From an optimization exercise on the open Yosys and OpenROAD flow, aimed at small area, a short achievable clock period and few clock cycles per item; shortcuts taken in it are not production practice. The RTL was checked by simulation tests, not by an equivalence proof against the original design.

==> design/flow/design.v <==
module mdc_b(
    input ld, clk,
    input [31:0] i_a, i_b,
    output [31:0] res,
    output done);
    reg [31:0] a, b;
    reg [4:0]  k;
    reg        bo;    
    wire bz = (b == 32'd0);
    wire kz = (k == 5'd0);
    wire [31:0] bg  = b & {32{bo}};
    wire [31:0] gg = a & ~bg;
    wire [31:0] pp = ~(a ^ bg);
    reg  [31:0] G, P;
    integer i, j;
    always @* begin
        G = gg; P = pp;
        for (i = 1; i <= 5; i = i + 1)
            for (j = (1 << i) - 1; j < 32; j = j + (1 << i)) begin
                G[j] = G[j] | (P[j] & G[j - (1 << (i - 1))]);
                P[j] = P[j] & P[j - (1 << (i - 1))];
            end
        for (i = 5; i > 0; i = i - 1)
            for (j = (1 << i) + (1 << (i - 1)) - 1; j < 32; j = j + (1 << i)) begin
                G[j] = G[j] | (P[j] & G[j - (1 << (i - 1))]);
                P[j] = P[j] & P[j - (1 << (i - 1))];
            end
    end
    wire [32:0] c   = {G | P, 1'b1};
    wire [32:0] d   = {~c[32], pp ^ c[31:0]};
    wire        eq  = P[31];
    wire        neg = d[32];
    wire both_even  = ~a[0] & ~b[0];
    wire [8:0]  x   = (a[8:0] ^ bg[8:0]) | {7'd0, both_even, 1'b0};
    wire [2:0] sh = x[1] ? 3'd0 : x[2] ? 3'd1 : x[3] ? 3'd2 : x[4] ? 3'd3 :
                    x[5] ? 3'd4 : x[6] ? 3'd5 : x[7] ? 3'd6 : 3'd7;
    wire       big = (x[8:1] == 8'd0);
    wire [40:0] yx = {{9{neg}}, d[32:1]} >> sh;
    wire [31:0] ys = yx[31:0];
    wire [31:0] nb = neg ? {~ys[31:1], 1'b1} : ys;
    reg [31:0] an, bn;
    reg [4:0]  kn;
    always @* begin
        an = a; bn = b; kn = k;
        if (ld) begin
            an = i_a;
            bn = i_b;
            kn = 5'd0;
        end else if (bz) begin
            bn = 32'd0;   
            if (!kz) begin
                an = {a[30:0], 1'b0};
                kn = k - 5'd1;
            end
        end else if (both_even) begin
            an = {1'b0, b[31:1]};
            bn = nb;
            kn = k + 5'd1;
        end else if (!b[0] || (neg && big)) begin
            an = b;
            bn = a;
        end else begin
            if (!neg)
                an = b;
            bn = nb;
        end
    end
    always @(posedge clk) begin
        a  <= an;
        b  <= bn;
        k  <= kn;
        bo <= an[0] & bn[0];
    end
    assign res = a;
    assign done = kz & (bz | (eq & a[0]));
endmodule
==> design/flow/flow/run.sh <==
#!/bin/bash
# The standard layout (standard.sh) with two changes:
#  - the port buffers are sky130_fd_sc_hd__buf_1 (every port still gets one);
#  - clock tree synthesis uses clkbuf_4/clkbuf_8 and inserts no dummy loads.
# The output of the whole run goes to standard.log; ORFS's per-step logs are
# under orfs/logs/.
set -euo pipefail
export BUFFER_PORTS_ARGS="-inputs -outputs -buffer_cell sky130_fd_sc_hd__buf_1"
export CTS_ARGS="-sink_clustering_enable -repair_clock_nets -dont_use_dummy_load -buf_list {sky130_fd_sc_hd__clkbuf_4 sky130_fd_sc_hd__clkbuf_8}"
bash standard.sh > standard.log 2>&1
==> design/flow/standard.sh <==
#!/bin/bash
# synth_recipe.tcl (not shown) runs the flow's synth.tcl, then flattens the netlist and writes it again
# the make line also repeats each setting of config.mk as NAME=value (left out here)
make -C /OpenROAD-flow-scripts/flow DESIGN_CONFIG=/design/flow/config.mk WORK_HOME=/design/flow/orfs CLKGATE_MAP_FILE= SYNTH_SCRIPT=/design/flow/synth_recipe.tcl "${@:-finish}"
==> design/flow/config.mk <==
export PLATFORM = sky130hd
export DESIGN_NAME = mdc_b
export DESIGN_NICKNAME = mdc_b
export VERILOG_FILES = /design/flow/design.v
export SDC_FILE = /design/flow/constraint.sdc
export NUM_CORES = 4
export LEC_CHECK = 0
export ABC_AREA = 1
export CAP_MARGIN = 20
export CORE_MARGIN = 2
export CORE_UTILIZATION = 55
export SETUP_SLACK_MARGIN = 2.2
export SLEW_MARGIN = 20
==> design/flow/constraint.sdc <==
create_clock -name core_clock -period 5.5 [get_ports {clk}]
set_input_delay 1.1000 -clock core_clock [delete_from_list [all_inputs] [get_ports {clk}]]
set_output_delay 1.1000 -clock core_clock [all_outputs]
set_load 0.01 [all_outputs]
==> results of run 1 <==
[area by class of cell]
| cell class | count | area, µm² | area share, % |
|---|---|---|---|
| clock buffer | 9 | 123.9 | 1.444 |
| timing repair inverter | 2 | 18.77 | 0.2188 |
| tap | 168 | 210.2 | 2.450 |
| multi-input combinational | 885 | 5273 | 61.46 |
| sequential | 70 | 1722 | 20.07 |
| inverter | 94 | 384.1 | 4.478 |
| timing repair buffer | 148 | 847.1 | 9.875 |
[routing by layer]
layer	global-route usage, %	vias to the layer above	part of all wire, %
li1	-	3904	-
met1	56.00	3701	45
met2	47.33	478	41
met3	7.317	55	12
met4	10.40	2	2.6
met5	0	-	0.22
[what timing repair did]
item                       CTS  global route
hold buffers                 0             0
setup buffers               10            25
gates cloned                 2             3
pin swaps                    8            44
gates resized for setup     40           114
setup endpoints to repair   63            93
[through the flow]
step | utilization [%] | instances | area, µm²
after CTS | 63.93 | 1348 | 7775
final | 70.54 | 1376 | 8578
after global routing | 70.54 | 1376 | 8578
after global placement | 60.19 | 1327 | 7320
after detailed placement | 60.19 | 1327 | 7320
after floorplan | - | 1106 | 6913
[cells in the final DEF (no fill, tap or decap), types with 7 or more instances in the layout]
| cell type | instances |
|---|---|
| o21ai_0 | 39 |
| clkbuf_8 | 9 |
| xnor2_1 | 7 |
| buf_1 | 96 |
| a21oi_1 | 29 |
| nand3_1 | 153 |
| xor2_1 | 7 |
| inv_2 | 13 |
| nand2_2 | 46 |
| a21oi_2 | 7 |
| ha_4 | 29 |
| o211ai_1 | 8 |
| a41oi_1 | 27 |
| dfxtp_1 | 33 |
| nor2_1 | 44 |
| o21ai_1 | 22 |
| buf_4 | 40 |
| nand2_1 | 359 |
| edfxtp_1 | 31 |
| inv_1 | 72 |
| nand3_2 | 16 |
| nor2_4 | 7 |
| nand2_4 | 12 |
| nor2_2 | 7 |
[how the worst min path moves through the flow]
stage | from | endpoint | cells past startpoint
finish | k[3] | k[3] | 2
global route | k[4] | k[4] | 2
CTS | k[3] | k[3] | 2
detailed placement | k[3] | k[3] | 2
global placement | k[3] | k[3] | 2
floorplan | k[4] | k[4] | 2
[state kept, by name (all words and copies together), names as in the netlist]
| register | flops |
|---|---|
| bo | 1 |
| a | 32 |
| k | 5 |
| b | 32 |
[critical path, cell delays in order (launching register included)]
cell and delay, ns:
dfxtp_4 0.40, buf_6 0.14, clkbuf_16 0.17, nand2_1 0.10, ha_4 0.31, nand2_1 0.06
nor2_2 0.16, nand2_2 0.12, nor2_4 0.14, nand4_1 0.09, nand2_1 0.13, buf_2 0.14
[synth_stat cells (5+ instances only)]
cell | count | area (µm²)
buf_4 | 7 | 52.55
a41oi_1 | 27 | 236.5
o21ai_0 | 41 | 205.2
nand4_1 | 5 | 31.28
nor2_1 | 54 | 202.7
xor2_1 | 10 | 87.58
buf_2 | 21 | 105.1
a21oi_1 | 35 | 175.2
xnor2_1 | 7 | 61.31
edfxtp_1 | 31 | 930.9
nand3_2 | 6 | 60.06
o21ai_1 | 23 | 115.1
nor4_1 | 8 | 50.05
nand2_2 | 19 | 118.9
ha_1 | 36 | 450.4
nand3_1 | 163 | 815.8
inv_2 | 10 | 37.54
inv_1 | 79 | 296.5
nand2_1 | 394 | 1479
o211ai_1 | 8 | 60.06
dfxtp_1 | 39 | 780.8
clkbuf_1 | 27 | 101.4
[cell families after synthesis]
logic type / Yosys count
and+or+nand+nor: 671
DFF: 70
adders and majority gates: 37
xor gates and xnor gates: 19
buffers and inverters: 151
AOI/OAI and AO/OA: 158
==> notes.md, run 1 <==
status complete, no violations; final wirelength between 20000 and 25000 µm; final setup fails 0; Syn Inst Count 1106; setup TNS 0 ns; Die ar. about 13000 µm²; XOR/XNOR Fraction of Synth Area under 10%; critical path startpoint bo; number of global-route vias before repair approximately 6900; Vias/cell around 5.9; r2r endpoint b[19]; number of CTS-inserted buffers 9; Routability Congestion a little under 1; dpl hpwl roughly 17000 µm; unrepaired setup endpoints after global routing yes; # diodes 0; core area 12160 µm²; number of flops mapped to enable cells by yosys 31; Worst-Margin Slew 0.8747 ns; Syn Nets approximately 1200; initial antenna violation count 1; Root Buffer clkbuf_8; CP arrival roughly 2.3 ns; Die Y 116.1 µm; P&R area growth vs syn 24.14%; simple-gate share of the synthesized area 42.31%; proportion of synthesized area in mux cells 0%; CTS Sinks 70; largest family of logic cells by synthesized area simple AND/OR/NAND/NOR gates; adder-cell share of the synthesized area under 10%; min cycle time layout 3.416 ns; clock slew at reported path FFs 0.07 ns; post-route ant nets 0; row cnt 40; Compound-Gate Fraction of Synth Area around 14%; clk buf depth 2; fill count ~1100; asr flop ratio synth 0%; H-tree depth 3; top_reg_cell synth dfxtp_1; dpl ws 1.908 ns; die width between 100 and 150 µm; FF-to-FF Start bo; GRT Total Usage 35.27%; Starting Density between 50% and 60%; Wirelength per Cell around 18 µm; DRC 0; Mapped Area around 6900 µm²; pin count of the biggest net entering global routing 65; worst rel slew slack about two fifths; Skew-Pair Late Insertion Delay between 0.3 and 0.4 ns; max-slew violations 0; Final WS setup approximately 2.1 ns; CP required between 4 and 5 ns; Warnings, synthesis 1; synth unique cells 48; Ports just under 100; Iteration-0 DRC Markers roughly 900; Synth Register Bits 70; Tightest Hold Check Type reg2reg; CP Capture Point done; Startpoint Class register; Hold Slack about 0.52 ns; CP Capture Type output pin; final hold vios 0; FF-to-FF path depth 20; CP max FO 7; r2r setup slk 2.23 ns; Vias 8140; Setup Skew around 0.011 ns; first-pass GRT wire length 36310 µm; drt first pass iters 6; GRT overflow 0; CTS tree yes; Max Clk Rate 292.8 MHz; layout cells sized above 1 about 20%; final clock period utilization by the worst path around 62%; Avg Cell Area, Syn ~6.2 µm²; fin nets about 1300; post-synthesis sequential area ratio between 20% and 30%; Port Buffers 98; Setup CP Type reg2out; max cap viols 0
Testbench counts, summed over its fixed seeds: cycles 72,118, items 3,200.
==> inputs of run 2 (changes only) <==
--- a/design/flow/config.mk
+++ b/design/flow/config.mk
@@ -8,6 +8,6 @@
 export ABC_AREA = 1
 export CAP_MARGIN = 20
 export CORE_MARGIN = 2
-export CORE_UTILIZATION = 55
-export SETUP_SLACK_MARGIN = 2.2
+export CORE_UTILIZATION = 60
+export SETUP_SLACK_MARGIN = 2.0
 export SLEW_MARGIN = 20
==> run 2 against run 1 <==
Compared with the run above:
- register-to-register slack is essentially flat
- final cell count down 4.3%
- non-clock buffer count fell by 32
- still clean
- synthesized area unchanged
- clock skew grew 0.0052 ns
- synthesized cell count stayed put
- critical endpoint unchanged
- utilization shrank 3.1 points
- wire length fell by 12%
==> notes.md, run 2 <==
post-synthesis sequential area ratio 24.77% (unchanged); Hold Crit Start k[4]; Vias/cell 5.894 (-0.36%); max cap viols 0 (unchanged); post-route ant nets 0 (unchanged); setup TNS 0 ns (unchanged); layout cells sized above 1 9.710% (-9.8 points); unrepaired setup endpoints after global routing no; number of CTS-inserted buffers 9 (unchanged); Synth Register Bits 70 (unchanged); synth unique cells 48 (unchanged); final core utilization 67.39% (-3.1 points); clock slew at reported path FFs 0.07 ns (about the same); largest cells by area after synthesis nand2_1 21%, edfxtp_1 13%, nand3_1 12%; asr flop ratio synth 0% (unchanged); H-tree depth 3 (unchanged); Die Y 111.3 µm (-4.1%); Wirelength per Cell 16.60 µm (-8.2%); Tightest Hold Check Type reg2reg; critical path startpoint bo; GRT Total Usage 35.10% (-0.17 points); P&R area growth vs syn 10.39%; top-area cell type share of the netlist area 21.40% (unchanged); CTS Sinks 70 (unchanged); CP arrival 2.30 ns (-0.02 ns); Skew-Pair Late Insertion Delay 0.35 ns (-0.02 ns); Root Buffer clkbuf_8; Iteration-0 DRC Markers 984 (+8.0%); Port Buffers 98 (unchanged); core area 11320 µm² (-6.9%); CP max stage cell dfxtp_4; commonest non-fill, non-tap cell in the layout nand2_1; Worst-Margin Slew 1.006 ns (+0.1310 ns); FF-to-FF Start bo; Syn Inst Count 1106 (unchanged); min cycle time layout 3.402 ns (-0.01363 ns); final hold vios 0 (unchanged); Setup Skew 0.01649 ns (+0.005204 ns); drt first pass iters 6 (unchanged); clk buf depth 2 (unchanged); final clock period utilization by the worst path 61.85% (-0.25 points); Regs by FF count a: 32 flops, b: 32 flops, k: 5 flops; Vias 7763 (-4.6%); CP delay by family, top simple AND/OR/NAND/NOR gates; Routability Congestion 0.9499 (-4.4%); dpl hpwl 16530 µm (-4.1%); most frequent cell after synthesis nand2_1; Ports 99 (unchanged); Starting Density 61.04% (+4.2 points); number of global-route vias before repair 6848 (-0.029%); row cnt 39 (-2.5%); largest area contributor in the netlist nand2_1; pin count of the biggest net entering global routing 55 (-15%); CP required 4.40 ns (about the same); most frequent cells in the layout 394 x nand2_1, 163 x nand3_1, 96 x buf_1; Worst path max stage delay 0.35 ns (-0.05 ns); CP Cell Sequence buf_6 > nand2_1 > ha_1 > inv_2 > nor3_2 > and2_4 > nand2_1 > inv_2 > nand4_1 > nand2_1 > clkbuf_2; CP max FO 15 (+8); Warnings, synthesis 1 (unchanged); number of flops mapped to enable cells by yosys 31 (unchanged); Die ar. 12390 µm² (-8.0%); top_reg_cell synth dfxtp_1; final wirelength 21860 µm (-12%); max-slew violations 0 (unchanged); GRT overflow 0 (unchanged); worst rel slew slack 32.88% (-8.8 points); status complete, no violations; final setup fails 0 (unchanged); Mapped Area 6910 µm² (unchanged); CP most frequent cell nand2_1; die width 111.3 µm (-4.1%); CTS tree yes; fill count 1080 (-0.83%); Synth top cells by count 394 x nand2_1, 163 x nand3_1, 79 x inv_1; Worst Path Buf+Inv 4 (+1); Setup CP Type reg2out; Syn Nets 1209 (unchanged); fin nets 1279 (-2.6%); Max Clk Rate 294.0 MHz (+0.40%); Startpoint Class register; # diodes 0 (unchanged); first-pass GRT wire length 35350 µm (-2.6%); initial antenna violation count 0 (-1); CP Capture Type output pin; Avg Cell Area, Syn 6.248 µm² (unchanged); DRC 0 (unchanged)
## run 2: changes by cell type in the layout (fill, tap and decap cells not counted), moves of 5 or more
cell	previous run	this run
nand3_2	16	6
nand2_1	359	394
nand3_1	153	163
nand2_4	12	4
buf_4	40	16
ha_1	6	27
nand2_2	46	19
inv_1	72	77
ha_4	29	9
## run 2: cell families (layout without fill, tap and decap cells)
logic type,Yosys count,after routing,synth area share [%]
and+or+nand+nor,671,671,42.31
adders and majority gates,37,37,6.808
AOI/OAI and AO/OA,158,158,14.36
DFF,70,70,24.77
xor gates and xnor gates,19,19,2.625
buffers and inverters,151,219,9.126
## run 2: timing repair
action | 4_1_cts | 5_1_grt
hold buffers | 0 | 0
gates resized for setup | 4 | 26
gates cloned | 0 | 0
setup buffers | 3 | 1
pin swaps | 0 | 2
setup endpoints to repair | 62 | 57
## run 2: path summary, 6_finish.rpt
check             endpoint  slack [ns]  depth (start not counted)
hold / removal        k[4]        0.51                          2
hold reg to reg       k[4]        0.51                          2
setup / recovery      done        2.10                         11
setup reg to reg     a[14]        2.22                         19
## run 2: cell type report
class	instances	area, µm²	share of cell area [%]
clock buffer	9	123.9	1.624
timing repair buffer	116	513.0	6.725
tap	143	178.9	2.345
multi-input combinational	885	4738	62.11
inverter	94	357.8	4.691
sequential	70	1717	22.50
## run 2: layer usage
layer  track usage, %  part of all wire [%]
met5                0                     0
met4            7.325                   1.4
met3            5.631                    11
met2            48.90                    41
met1            56.66                    47
## run 2: worst reg2reg max path, cell delays in order, from the launching register on
cell and delay (ns):
dfxtp_4 0.35, buf_6 0.16, nand2_1 0.12, ha_4 0.31, nand2_1 0.08, nor2_2 0.11
nand2_1 0.11, clkinv_1 0.07, nand2_2 0.06, nand2_4 0.08, nand2_4 0.05, nand2_4 0.08
inv_2 0.06, o21ai_4 0.34, nor2_1 0.09, inv_1 0.08, buf_4 0.31, nand2_1 0.10
nand2_1 0.08, buf_6 0.30
## run 2: through the flow
stage / hold WS (ns) / cells / area [µm²] / setup WS [ns]
finish: 0.5060 / 1317 / 7629 / 2.098
detailed placement: 0.4975 / 1304 / 7301 / 1.711
CTS: 0.5073 / 1316 / 7457 / 2.014
global placement: 0.4961 / 1304 / 7301 / 1.746
floorplan: 0.4693 / 1106 / 6910 / 2.059
global route: 0.5368 / 1317 / 7629 / 1.973
==> inputs of run 3 (changes only) <==
--- a/design/flow/config.mk
+++ b/design/flow/config.mk
@@ -8,6 +8,6 @@
 export ABC_AREA = 1
 export CAP_MARGIN = 20
 export CORE_MARGIN = 2
-export CORE_UTILIZATION = 60
+export CORE_UTILIZATION = 55
 export SETUP_SLACK_MARGIN = 2.0
 export SLEW_MARGIN = 20
==> run 3 against run 2 <==
Compared with the run above:
- still clean
- maximum frequency is 1.4% lower
- synthesized cell count stayed put
- register-to-register slack better by 0.04 ns
- design area is 0.43% lower
- flip-flop and latch count stayed put
- critical path depth is 5 lower
==> notes.md, run 3 <==
Worst-Margin Slew 0.9616 ns (-0.04405 ns); synth unique cells 48 (unchanged); CTS Sinks 70 (unchanged); max-slew violations 0 (unchanged); Worst path max stage delay 0.56 ns (+0.21 ns); GRT overflow 0 (unchanged); Startpoint Class register; Starting Density 56.82% (-4.2 points); Syn Nets 1209 (unchanged); CP Capture Type output pin; post-route ant nets 0 (unchanged); P&R area growth vs syn 9.922%; CTS tree yes; most frequent cells in the layout 394 x nand2_1, 163 x nand3_1, 96 x buf_1; Routability Congestion 0.9363 (-1.4%); number of global-route vias before repair 6648 (-2.9%); CP max FO 9 (-6); Die ar. 13480 µm² (+8.8%); final core utilization 62.46% (-4.9 points); first-pass GRT wire length 34690 µm (-1.9%); Synth Register Bits 70 (unchanged); drt first pass iters 6 (unchanged); fin nets 1279 (unchanged); initial antenna violation count 0 (unchanged); r2r setup slk 2.26 ns (+0.04 ns); Mapped Area 6910 µm² (unchanged); Warnings, synthesis 1 (unchanged); cell count along the critical path 6 (-5); commonest non-fill, non-tap cell in the layout nand2_1; post-synthesis sequential area ratio 24.77% (unchanged); asr flop ratio synth 0% (unchanged); CP arrival 2.35 ns (+0.05 ns); CP required 4.40 ns (about the same); Iteration-0 DRC Markers 856 (-13%); placed cell area 7317 µm² (+0.22%); worst rel slew slack 35.82% (+2.9 points); Tightest Hold Check Type reg2reg; pin count of the biggest net entering global routing 55 (unchanged); number of CTS-inserted buffers 9 (unchanged); CP delay by family, top simple AND/OR/NAND/NOR gates; # diodes 0 (unchanged); layout cells sized above 1 8.944% (-0.77 points); fin area 7596 µm² (-0.43%); Ports 99 (unchanged); Synth top cells by count 394 x nand2_1, 163 x nand3_1, 79 x inv_1; setup TNS 0 ns (unchanged); FF-to-FF Start bo; largest area contributor in the netlist nand2_1; H-tree depth 3 (unchanged); GRT Total Usage 33.23% (-1.9 points); FF-to-FF path depth 18 (-1); Die Y 116.1 µm (+4.3%); min cycle time layout 3.450 ns (+0.04816 ns); # hold bufs at CTS 0 (unchanged); Vias/cell 5.698 (-3.3%); Root Buffer clkbuf_8; Worst Path Buf+Inv 1 (-3); CP max stage cell nor4_1; final hold vios 0 (unchanged); Setup CP Type reg2out; Setup Skew 0.01791 ns (+0.001423 ns); unrepaired setup endpoints after global routing yes; Max Clk Rate 289.8 MHz (-1.4%); row cnt 40 (+2.6%); status complete, no violations; dpl hpwl 16790 µm (+1.6%); Regs by FF count a: 32 flops, b: 32 flops, k: 5 flops; top_reg_cell synth dfxtp_1; Wirelength per Cell 16.38 µm (-1.3%); largest cells by area after synthesis nand2_1 21%, edfxtp_1 13%, nand3_1 12%; die width 116.1 µm (+4.3%); Port Buffers 98 (unchanged); clk buf depth 2 (unchanged); core area 12160 µm² (+7.4%); Avg Cell Area, Syn 6.248 µm² (unchanged); clock slew at reported path FFs 0.06 ns (about the same); CP Cell Sequence nor4_1 > nand4_1 > nor2_4 > nand2_1 > nand2_1 > clkbuf_2; final setup fails 0 (unchanged); DRC 0 (unchanged); critical path startpoint b[8]; r2r endpoint bo; Skew-Pair Late Insertion Delay 0.35 ns (about the same); Vias 7647 (-1.5%); most frequent cell after synthesis nand2_1; top-area cell type share of the netlist area 21.40% (unchanged); CP Capture Point done; final clock period utilization by the worst path 62.73% (+0.88 points); max cap viols 0 (unchanged); CP most frequent cell nand2_1; number of flops mapped to enable cells by yosys 31 (unchanged); Syn Inst Count 1106 (unchanged); final wirelength 21990 µm (+0.60%)
## run 3: repair_timing
item	in CTS	in global routing
pin swaps	0	2
setup buffers	0	6
gates resized for setup	7	23
setup endpoints to repair	65	64
## run 3: worst min-delay path by stage
stage	start	to	slack [ns]	cells past startpoint
6_report	k[4]	k[4]	0.51	2
3_5_place_dp	k[4]	k[4]	0.50	2
5_1_grt	k[4]	k[4]	0.54	2
3_3_place_gp	k[4]	k[4]	0.50	2
2_1_floorplan	k[4]	k[4]	0.47	2
4_1_cts	k[4]	k[4]	0.51	2
## run 3: through the flow
| step | cells | hold slack, ns | setup slack [ns] |
|---|---|---|---|
| after global routing | 1342 | 0.5410 | 1.970 |
| after global placement | 1327 | 0.4986 | 1.614 |
| after detailed placement | 1327 | 0.4981 | 1.450 |
| final | 1342 | 0.5074 | 2.050 |
| after floorplan | 1106 | 0.4693 | 2.059 |
| after CTS | 1336 | 0.5098 | 2.008 |
## run 3: kinds of logic (layout without fill, tap and decap cells)
| kind of cell | count (synthesis) | after routing | share of synthesized area, % |
|---|---|---|---|
| AOI/OAI and AO/OA | 158 | 158 | 14.36 |
| xor gates and xnor gates | 19 | 19 | 2.625 |
| adders and majority gates | 37 | 37 | 6.808 |
| buffers and inverters | 151 | 219 | 9.126 |
| DFF | 70 | 70 | 24.77 |
| and+or+nand+nor | 671 | 671 | 42.31 |
## run 3: final cells by class
type,instances,area (µm²)
clock buffers,9,123.9
flip-flops and latches,70,1715
inverters,94,367.9
well taps,168,210.2
repair buffers,116,533.0
fillers,1240,4566
multi-input cells,885,4646
## run 3: per-layer routing
layer,global-route usage [%],vias up,routed length (µm)
met5,0,-,0
met4,7.302,0,284
met3,5.501,28,2470
met2,44.76,408,8758
met1,54.52,3376,10480
li1,-,3835,-
## run 3: worst reg2reg max path, delay by kind of cell, from the launching register on
| kind | cells | cell delay, ns |
|---|---|---|
| flip-flops | 1 | 0.41 |
| AO/OA/AOI/OAI | 9 | 1.38 |
| adder cells (fa/ha/maj) | 1 | 0.30 |
| buffers and inverters | 4 | 0.66 |
| AND/OR/NAND/NOR | 4 | 0.42 |
==> inputs of run 4 (changes only) <==
--- a/design/flow/config.mk
+++ b/design/flow/config.mk
@@ -9,5 +9,6 @@
 export CAP_MARGIN = 20
 export CORE_MARGIN = 2
 export CORE_UTILIZATION = 55
+export GPL_ROUTABILITY_DRIVEN = 0
 export SETUP_SLACK_MARGIN = 2.0
 export SLEW_MARGIN = 20
==> run 4 against run 3 <==
Compared with the run above:
- still clean
- design area grew 1.5%
- die area unchanged
- count of clock-buffer cells in the layout stayed put
- synthesized area unchanged
- setup slack gained 0.045 ns
- synthesized cell count unchanged
- utilization increased by 0.92 points
- largest cell class unchanged
==> notes.md, run 4 <==
Root Buffer clkbuf_8; post-route ant nets 0 (unchanged); Synth Register Bits 70 (unchanged); unrepaired setup endpoints after global routing no; largest cells by area after synthesis nand2_1 21%, edfxtp_1 13%, nand3_1 12%; asr flop ratio synth 0% (unchanged); # hold bufs at CTS 0 (unchanged); Synth top cells by count 394 x nand2_1, 163 x nand3_1, 79 x inv_1; commonest non-fill, non-tap cell in the layout nand2_1; max-slew violations 0 (unchanged); first-pass GRT wire length 33950 µm (-2.1%); GRT Total Usage 32.39% (-0.84 points); fin nets 1281 (+0.16%); FF-to-FF Start bo; Wirelength per Cell 16.58 µm (+1.2%); number of flops mapped to enable cells by yosys 31 (unchanged); worst rel slew slack 33.53% (-2.3 points); status complete, no violations; Regs by FF count a: 32 flops, b: 32 flops, k: 5 flops; Die ar. 13480 µm² (unchanged); Tightest Hold Check Type reg2reg; core area 12160 µm² (unchanged); top_reg_cell synth dfxtp_1; Ports 99 (unchanged); final wirelength 22280 µm (+1.3%); Vias/cell 5.737 (+0.69%); layout cells sized above 1 9.949% (+1.0 points); CTS Sinks 70 (unchanged); most frequent cells in the layout 393 x nand2_1, 163 x nand3_1, 96 x buf_1; H-tree depth 3 (unchanged); setup TNS 0 ns (unchanged); most frequent cell after synthesis nand2_1; Skew-Pair Late Insertion Delay 0.35 ns (about the same); drt first pass iters 5 (-1); Mapped Area 6910 µm² (unchanged); Iteration-0 DRC Markers 1065 (+24%); number of global-route vias before repair 6421 (-3.4%); final hold vios 0 (unchanged); Max Clk Rate 293.7 MHz (+1.3%); clk buf depth 2 (unchanged); Worst-Margin Slew 0.9880 ns (+0.02636 ns); CP Capture Type output pin; P&R area growth vs syn 11.53%; # diodes 0 (unchanged); Warnings, synthesis 1 (unchanged); die width 116.1 µm (unchanged); Die Y 116.1 µm (unchanged); clock slew at reported path FFs 0.07 ns (about the same); CP arrival 2.31 ns (-0.04 ns); critical path startpoint bo; GRT overflow 0 (unchanged); CP required 4.40 ns (about the same); final core utilization 63.37% (+0.92 points); Starting Density 56.82% (unchanged); Setup Skew 0.01508 ns (-0.002828 ns); dpl hpwl 16920 µm (+0.77%); final setup fails 0 (unchanged); final clock period utilization by the worst path 61.91% (-0.82 points); Avg Cell Area, Syn 6.248 µm² (unchanged); Startpoint Class register; area of the multi-input gates 4751 µm² (+2.3%); top-area cell type share of the netlist area 21.40% (unchanged); Syn Nets 1209 (unchanged); CTS tree yes; max cap viols 0 (unchanged); CP max FO 9 (unchanged); number of CTS-inserted buffers 9 (unchanged); min cycle time layout 3.405 ns (-0.04500 ns); Sequential Area 1718 µm² (+0.15%); Vias 7711 (+0.84%); Port Buffers 98 (unchanged); post-synthesis sequential area ratio 24.77% (unchanged); fill count 1231 (-0.73%); DRC 0 (unchanged); synth unique cells 48 (unchanged); row cnt 40 (unchanged); Setup CP Type reg2out; largest area contributor in the netlist nand2_1; Hold Crit Start k[4]; Hold Slack 0.5055 ns (-0.001936 ns); pin count of the biggest net entering global routing 65 (+18%); Syn Inst Count 1106 (unchanged); initial antenna violation count 0 (unchanged)
==> run 4: cell counts after synthesis <==
Identical to the previous run, type by type.
==> run 4: worst paths after layout <==
check / cells after the start / slack, ns / endpoint
worst max-delay path: 11 / 2.09 / done
worst min-delay path: 2 / 0.51 / k[4]
worst max register to register: 15 / 2.26 / bo
worst min register to register: 2 / 0.51 / k[4]
==> run 4: cell type report <==
type | instances | area share [%]
inverters | 94 | 4.773
well taps | 168 | 2.727
flip-flops and latches | 70 | 22.29
clock buffers | 9 | 1.607
multi-input cells | 885 | 61.64
repair buffers | 117 | 6.851
repair inverters | 1 | 0.1136
==> run 4: routing by layer <==
layer,vias to the layer above,track usage (%),wire length (µm)
met5,-,0,0
met4,0,7.063,274
met3,24,4.619,2314
met2,409,42.73,8856
met1,3431,54.35,10840
li1,3847,-,-
==> run 4: logic make-up after synthesis <==
family | after synthesis | share of synthesized area, %
buf+inv | 151 | 9.126
compound gates | 158 | 14.36
xor+xnor | 19 | 2.625
simple gates | 671 | 42.31
flops | 70 | 24.77
fa+ha+maj | 37 | 6.808
==> run 4: timing repair <==
item,CTS,global route
setup endpoints to repair,56,56
gates resized for setup,7,31
setup buffers,0,6
cloned,0,1
hold endpoints to repair,0,0
pin swaps,1,2
==> run 4: per-stage QoR <==
stage          instances  cell area, µm²  worst slack (ns)
4_1_cts             1337            7477             2.001
3_3_place_gp        1328            7325             1.745
3_5_place_dp        1328            7325             1.623
6_report            1344            7707             2.095
2_1_floorplan       1106            6910             2.059
5_1_grt             1344            7707             1.987
==> run 4: worst max-delay path, stage by stage, from the launching register on <==
cell and delay [ns]:
dfxtp_4 0.41, buf_4 0.18, nand2_1 0.11, ha_4 0.32
nand4_1 0.09, inv_1 0.09, and2_2 0.19, nand2_1 0.09
inv_2 0.09, nand4_1 0.11, nand2_1 0.14, clkbuf_2 0.14
==> inputs of run 5 (changes only) <==
--- a/design/flow/config.mk
+++ b/design/flow/config.mk
@@ -6,9 +6,8 @@
 export NUM_CORES = 4
 export LEC_CHECK = 0
 export ABC_AREA = 1
-export CAP_MARGIN = 20
+export CAP_MARGIN = 0
 export CORE_MARGIN = 2
 export CORE_UTILIZATION = 55
-export GPL_ROUTABILITY_DRIVEN = 0
 export SETUP_SLACK_MARGIN = 2.0
-export SLEW_MARGIN = 20
+export SLEW_MARGIN = 0
==> run 5 against run 4 <==
Compared with the run above:
- die area did not move
- worst hold slack gained 0.0041 ns
- sequential share of layout area is 0.31 points higher
- critical path type unchanged
- critical endpoint unchanged
==> notes.md, run 5 <==
dpl hpwl 16790 µm (-0.77%); first-pass GRT wire length 34690 µm (+2.2%); Mapped Area 6910 µm² (unchanged); P&R area growth vs syn 9.850%; Tightest Hold Check Type reg2reg; CP Capture Type output pin; Setup CP Type reg2out; Max Clk Rate 294.1 MHz (+0.13%); final setup fails 0 (unchanged); Syn Nets 1209 (unchanged); number of CTS-inserted buffers 9 (unchanged); CTS tree yes; Worst path max stage delay 0.56 ns (+0.15 ns); top_reg_cell synth dfxtp_1; Routability Congestion 0.9363; post-synthesis sequential area ratio 24.77% (unchanged); core area 12160 µm² (unchanged); clk buf depth 2 (unchanged); Synth Register Bits 70 (unchanged); final wirelength 21960 µm (-1.5%); Synth top cells by count 394 x nand2_1, 163 x nand3_1, 79 x inv_1; Startpoint Class register; Root Buffer clkbuf_8; Starting Density 56.82% (unchanged); worst rel slew slack 21.12% (-12 points); unrepaired setup endpoints after global routing yes; Warnings, synthesis 1 (unchanged); final clock period utilization by the worst path 61.83% (-0.083 points); CTS Sinks 70 (unchanged); Port Buffers 98 (unchanged); final hold vios 0 (unchanged); initial antenna violation count 0 (unchanged); Iteration-0 DRC Markers 928 (-13%); Wirelength per Cell 16.36 µm (-1.3%); Syn Inst Count 1106 (unchanged); fin nets 1279 (-0.16%); CP most frequent cell nand2_1; clock slew at reported path FFs 0.06 ns (about the same); Regs by FF count a: 32 flops, b: 32 flops, k: 5 flops; Avg Cell Area, Syn 6.248 µm² (unchanged); Setup Skew 0.02044 ns (+0.005361 ns); pin count of the biggest net entering global routing 55 (-15%); GRT Total Usage 33.23% (+0.84 points); Die ar. 13480 µm² (unchanged); commonest non-fill, non-tap cell in the layout nand2_1; most frequent cells in the layout 394 x nand2_1, 163 x nand3_1, 96 x buf_1; CP max stage cell nor4_1; # hold bufs at CTS 0 (unchanged); CP arrival 2.30 ns (about the same); CP Cell Sequence nor4_1 > nand4_1 > nor2_4 > nand2_1 > nand2_1 > clkbuf_2; max cap viols 0 (unchanged); setup TNS 0 ns (unchanged); drt first pass iters 6 (+1); Worst-Margin Slew 1.182 ns (+0.1940 ns); number of flops mapped to enable cells by yosys 31 (unchanged); number of global-route vias before repair 6648 (+3.5%); min cycle time layout 3.401 ns (-0.004540 ns); Ports 99 (unchanged); synth unique cells 48 (unchanged); CP required 4.40 ns (about the same); CP max FO 9 (unchanged); Vias 7639 (-0.93%); largest cells by area after synthesis nand2_1 21%, edfxtp_1 13%, nand3_1 12%; DRC 0 (unchanged); asr flop ratio synth 0% (unchanged); die width 116.1 µm (unchanged); Hold Slack 0.5096 ns (+0.004077 ns); row cnt 40 (unchanged); Die Y 116.1 µm (unchanged); layout cells sized above 1 8.944% (-1.0 points); # diodes 0 (unchanged); post-route ant nets 0 (unchanged); status complete, no violations; top-area cell type share of the netlist area 21.40% (unchanged); max-slew violations 0 (unchanged); H-tree depth 3 (unchanged); Skew-Pair Late Insertion Delay 0.35 ns (about the same); largest area contributor in the netlist nand2_1; most frequent cell after synthesis nand2_1; Vias/cell 5.692 (-0.79%); GRT overflow 0 (unchanged)
-- run 5: cell counts after synthesis --
No cell type changed its count.
-- run 5: path summary, 6_finish.rpt --
kind / start / end / slack, ns / depth (start not counted)
worst max-delay path: b[8] / done / 2.10 / 6
worst min-delay path: k[4] / k[4] / 0.51 / 2
worst max register to register: bo / bo / 2.23 / 18
worst min register to register: k[4] / k[4] / 0.51 / 2
-- run 5: timing repair --
| item | in CTS | in global routing |
|---|---|---|
| setup endpoints to repair | 65 | 64 |
| buffers inserted | 0 | 6 |
| resized for setup | 7 | 23 |
| pin swaps | 0 | 2 |
-- run 5: worst max-delay path, delay by kind of cell, from the launching register on --
kind,cells,cell delay [ns]
DFF,1,0.36
and+or+nand+nor,5,1.44
buffers and inverters,1,0.14
-- run 5: cell type report --
cell class                      count  area, µm²
Clock buffer                        9      123.9
Sequential cell                    70       1715
Fill cell                        1241       4571
Tap cell                          168      210.2
Inverter                           94      367.9
Multi-Input combinational cell    885       4641
Timing Repair Buffer              116      533.0
-- run 5: metal layers --
metal,part of all wire [%],global-route usage [%],wire (µm),vias up
li1,-,-,-,3836
met1,48,54.52,10480,3384
met2,40,44.76,8718,393
met3,11,5.501,2496,26
met4,1.2,7.302,265,0
met5,0,0,0,-
-- run 5: stage by stage --
step	util, %	setup WS (ns)	cells	cell area [µm²]
floorplan	-	2.059	1106	6910
global route	62.42	1.955	1342	7591
global placement	60.16	1.614	1327	7317
finish	62.42	2.099	1342	7591
detailed placement	60.16	1.450	1327	7317
CTS	61.34	2.008	1336	7460
-- run 5: cell families (layout without fill, tap and decap cells) --
logic type	after synthesis	count (layout)	share of synthesized area, %
buf+inv	151	219	9.126
simple gates	671	671	42.31
xor+xnor	19	19	2.625
compound gates	158	158	14.36
fa+ha+maj	37	37	6.808
flops	70	70	24.77

## port drivers added, routing unchanged
The flow's constraints put no driver on any port. The routed layouts listed below were extracted and timed again, unchanged, in two steps.
Step 1 assumes that a clkbuf_16 drives the clock port and a buf_2 every other input.
Step 2, shift: input delay + t, output delay - t, t = (earliest + latest rising clock arrival at the registers) / 2. This alone moves slack from input paths to output paths.
a / b / c = ideal ports / drivers / drivers and shift; a / b = the first two.
| run | shift t [ns] | slack for setup (ns) | worst setup path at the end | clock arrival spread, ns | slew at the worst register clock pin (ns) |
|---|---|---|---|---|---|
| run 1 | 0.403 | 2.084 / 2.047 / 2.234 | register to register | 0.012 / 0.011 | 0.08 / 0.08 |
| run 2 | 0.369 | 2.098 / 2.067 / 2.216 | register to register | 0.016 / 0.016 | 0.07 / 0.07 |
| run 3 | 0.372 | 2.050 / 2.019 / 2.256 | register to register | 0.018 / 0.018 | 0.07 / 0.07 |
| run 4 | 0.370 | 2.095 / 2.064 / 2.259 | register to register | 0.015 / 0.015 | 0.07 / 0.07 |
| run 5 | 0.374 | 2.099 / 2.069 / 2.225 | register to register | 0.020 / 0.020 | 0.07 / 0.07 |
After both steps setup and hold are still met in every run listed.
